Context: an optimization exercise on an open-source flow, tuned for small area and a short achievable clock period. The choices shown serve that exercise and are no tape-out recipe. Where RTL was checked, it was by simulation tests only, not by an equivalence proof against the original. No activity file was given, so power comes from the tool's default toggle rates.

## the baseline
==> module CL_02, before the edit <==
module CL_02(clk, rstn, imem_addr, imem_data, dmem_addr, dmem_wdata, dmem_we, dmem_re, dmem_rdata, wb_en, wb_rd, wb_data);
  input clk, rstn;
  input [15:0] imem_data;
  input [15:0] dmem_rdata;
  output [7:0] imem_addr;
  output [15:0] dmem_addr, dmem_wdata;
  output dmem_we, dmem_re;
  output wb_en;
  output [2:0] wb_rd;
  output [15:0] wb_data;
  reg [7:0]  pc;
  reg [15:0] ir;
  reg [15:0] opa, opb;
  reg [15:0] lo, hi;
  reg        hl_v;
  wire [3:0] op = ir[3:0];
  wire [2:0] rd = ir[6:4];
  wire [5:0] imm = ir[15:10];
  wire [2:0] sh = ir[15:13];
  wire is_lw   = (op == 4'b0111);
  wire is_sw   = (op == 4'b1000);
  wire is_b    = (op == 4'b1001);
  wire is_mul  = (op == 4'b1010);
  wire use_imm = (op == 4'b0101) || is_lw || is_sw;
  wire is_slr  = (op == 4'b0010);
  wire use_mul = is_mul || (op == 4'b0001) || is_slr;
  wire [15:0] addb = use_imm ? {10'd0, imm} : opb;
  wire [31:0] mx, my;
  mul16 u_mul(.a(opa), .b(opb), .x(mx), .y(my));
  wire [15:0] ca = use_mul ? mx[15:0] : opa;
  wire [15:0] cb = use_mul ? my[15:0] : addb;
  wire [16:0] cs = ca + cb;
  wire [15:0] sum = cs[15:0];
  wire [16:0] ph = {mx[31:16], 1'b1} + {my[31:16], cs[16]};
  wire [15:0] prod_hi = ph[16:1];
  function [15:0] rev16;
    input [15:0] v;
    integer k;
    for (k = 0; k < 16; k = k + 1) rev16[k] = v[15 - k];
  endfunction
  reg [15:0] res;
  always @(*) begin
    case (op)
      4'b0010: res = rev16(sum);    
      4'b0011: res = opa | opb;
      4'b0100: res = opa & opb;
      4'b0110: res = {10'd0, imm};
      4'b0111: res = dmem_rdata;
      4'b1011: res = lo & {16{hl_v}};
      4'b1100: res = hi & {16{hl_v}};
      default: res = sum;
    endcase
  end
  assign wb_en      = !(is_sw || is_b);
  assign wb_rd      = rd;
  assign wb_data    = res;
  assign dmem_addr  = sum;
  assign dmem_wdata = opb;
  assign dmem_we    = is_sw;
  assign dmem_re    = is_lw;
  assign imem_addr  = pc;
  wire n_sw = (imem_data[3:0] == 4'b1000);
  wire [2:0] ra1 = imem_data[9:7];
  wire [2:0] ra2 = n_sw ? imem_data[6:4] : imem_data[12:10];
  wire [15:0] rf_d1, rf_d2;
  RF u_rf(.clk(clk), .rstn(rstn), .we(wb_en), .wa(rd), .wd(res),
          .ra1(ra1), .ra2(ra2), .rd1(rf_d1), .rd2(rf_d2));
  wire fwd1 = wb_en && (rd == ra1);
  wire fwd2 = wb_en && (rd == ra2);
  wire [15:0] a_val  = fwd1 ? res : rf_d1;
  wire n_slr = (imem_data[3:0] == 4'b0010);
  wire [15:0] a_next = n_slr ? rev16(a_val) : a_val;
  wire n_sll = (imem_data[3:0] == 4'b0001) || (imem_data[3:0] == 4'b0010);
  wire [15:0] b_next = n_sll ? (16'd1 << imem_data[15:13]) : fwd2 ? res : rf_d2;
  always @(posedge clk or negedge rstn) begin
    if (!rstn) begin
      pc         <= 8'd0;
      ir[3:0]    <= 4'b0110;
      ir[6:4]    <= 3'd0;
      ir[15:10]  <= 6'd0;
    end else begin
      pc         <= is_b ? ir[11:4] : pc + 8'd1;
      ir[3:0]    <= imem_data[3:0];
      ir[6:4]    <= imem_data[6:4];
      ir[15:10]  <= imem_data[15:10];
    end
  end
  always @(posedge clk) begin
    ir[9:7] <= imem_data[9:7];
    opa     <= a_next;
    opb     <= b_next;
  end
  always @(posedge clk) begin
    if (is_mul) begin
      lo <= sum;
      hi <= prod_hi;
    end
  end
  always @(posedge clk or negedge rstn) begin
    if (!rstn)
      hl_v <= 1'b0;
    else if (is_mul)
      hl_v <= 1'b1;
  end
endmodule
Settings: LEC_CHECK=0, CAP_MARGIN=20, CORE_MARGIN=2, CORE_UTILIZATION=55, CTS_CLUSTER_DIAMETER=100, CTS_CLUSTER_SIZE=22, PLACE_DENSITY=0.75, SETUP_SLACK_MARGIN=4, SLEW_MARGIN=20; clock period 11.0 ns.
standard.sh (not shown) runs the stock make flow with config.mk's settings and CLKGATE_MAP_FILE= SYNTH_SCRIPT=/design/flow/synth_recipe.tcl, a recipe that flattens the netlist after the stock synthesis.
==> flow/flow/run.sh <==
#!/bin/bash
# The standard layout (standard.sh: ORFS synthesis through finish), with
# the input and output ports buffered by buf_1 cells instead of the default
# delay buffers.  The ORFS logs stay under orfs/logs; make's own output goes
# to standard.log.
set -o pipefail
bash standard.sh finish BUFFER_PORTS_ARGS="-buffer_cell sky130_fd_sc_hd__buf_1" > standard.log 2>&1
What the candidate does differently from the baseline at the input level:
diff --git a/flow/design.v b/flow/design.v
--- a/flow/design.v
+++ b/flow/design.v
@@ -735,32 +735,26 @@
   wire [2:0] sh = ir[15:13];
   wire is_lw   = (op == 4'b0111);
   wire is_sw   = (op == 4'b1000);
   wire is_b    = (op == 4'b1001);
   wire is_mul  = (op == 4'b1010);
   wire use_imm = (op == 4'b0101) || is_lw || is_sw;
-  wire is_slr  = (op == 4'b0010);
-  wire use_mul = is_mul || (op == 4'b0001) || is_slr;
+  wire use_mul = is_mul || (op == 4'b0001);
   wire [15:0] addb = use_imm ? {10'd0, imm} : opb;
   wire [31:0] mx, my;
   mul16 u_mul(.a(opa), .b(opb), .x(mx), .y(my));
   wire [15:0] ca = use_mul ? mx[15:0] : opa;
   wire [15:0] cb = use_mul ? my[15:0] : addb;
   wire [16:0] cs = ca + cb;
   wire [15:0] sum = cs[15:0];
   wire [16:0] ph = {mx[31:16], 1'b1} + {my[31:16], cs[16]};
   wire [15:0] prod_hi = ph[16:1];
-  function [15:0] rev16;
-    input [15:0] v;
-    integer k;
-    for (k = 0; k < 16; k = k + 1) rev16[k] = v[15 - k];
-  endfunction
   reg [15:0] res;
   always @(*) begin
     case (op)
-      4'b0010: res = rev16(sum);    
+      4'b0010: res = opa >> sh;
       4'b0011: res = opa | opb;
       4'b0100: res = opa & opb;
       4'b0110: res = {10'd0, imm};
       4'b0111: res = dmem_rdata;
       4'b1011: res = lo & {16{hl_v}};
       4'b1100: res = hi & {16{hl_v}};
@@ -780,16 +774,14 @@
   wire [2:0] ra2 = n_sw ? imem_data[6:4] : imem_data[12:10];
   wire [15:0] rf_d1, rf_d2;
   RF u_rf(.clk(clk), .rstn(rstn), .we(wb_en), .wa(rd), .wd(res),
           .ra1(ra1), .ra2(ra2), .rd1(rf_d1), .rd2(rf_d2));
   wire fwd1 = wb_en && (rd == ra1);
   wire fwd2 = wb_en && (rd == ra2);
-  wire [15:0] a_val  = fwd1 ? res : rf_d1;
-  wire n_slr = (imem_data[3:0] == 4'b0010);
-  wire [15:0] a_next = n_slr ? rev16(a_val) : a_val;
-  wire n_sll = (imem_data[3:0] == 4'b0001) || (imem_data[3:0] == 4'b0010);
+  wire [15:0] a_next = fwd1 ? res : rf_d1;
+  wire n_sll = (imem_data[3:0] == 4'b0001);
   wire [15:0] b_next = n_sll ? (16'd1 << imem_data[15:13]) : fwd2 ? res : rf_d2;
   always @(posedge clk or negedge rstn) begin
     if (!rstn) begin
       pc         <= 8'd0;
       ir[3:0]    <= 4'b0110;
       ir[6:4]    <= 3'd0;
==> run summary <==
- The candidate has completed all stages; timing, DRC and antenna checks passed.
- The baseline has higher share of total power in combinational logic than the candidate.
- Delta (the candidate minus the baseline): areal power density over the cells moved down; via count moved down.
- Delta (the candidate minus the baseline): hold slack decreased 0.024 ns; highest attainable clock frequency went up 0.39%.
Function not checked in the baseline: the RTL went through the layout flow alone.

-- port drivers added, routing unchanged --
Ports are ideal in the flow. The routed layouts listed here were re-timed in OpenROAD.
Step 1, drivers: a clkbuf_16 drives clk and a buf_2 each remaining input, both assumed.
Step 2, shift: input delay + t, output delay - t, t = (earliest + latest rising clock arrival at the registers) / 2. This alone moves slack from input paths to output paths.
Three values: ideal, step 1, step 2; two values: the first two.
run	t (ns)	setup WS [ns]	worst setup path after step 2	pins driven straight from the clock port
the baseline	0.534	3.951 / 3.901 / 4.153	register to register	1
the candidate	0.520	3.978 / 3.926 / 4.388	register to register	1
After both steps every run listed still meets setup and hold.
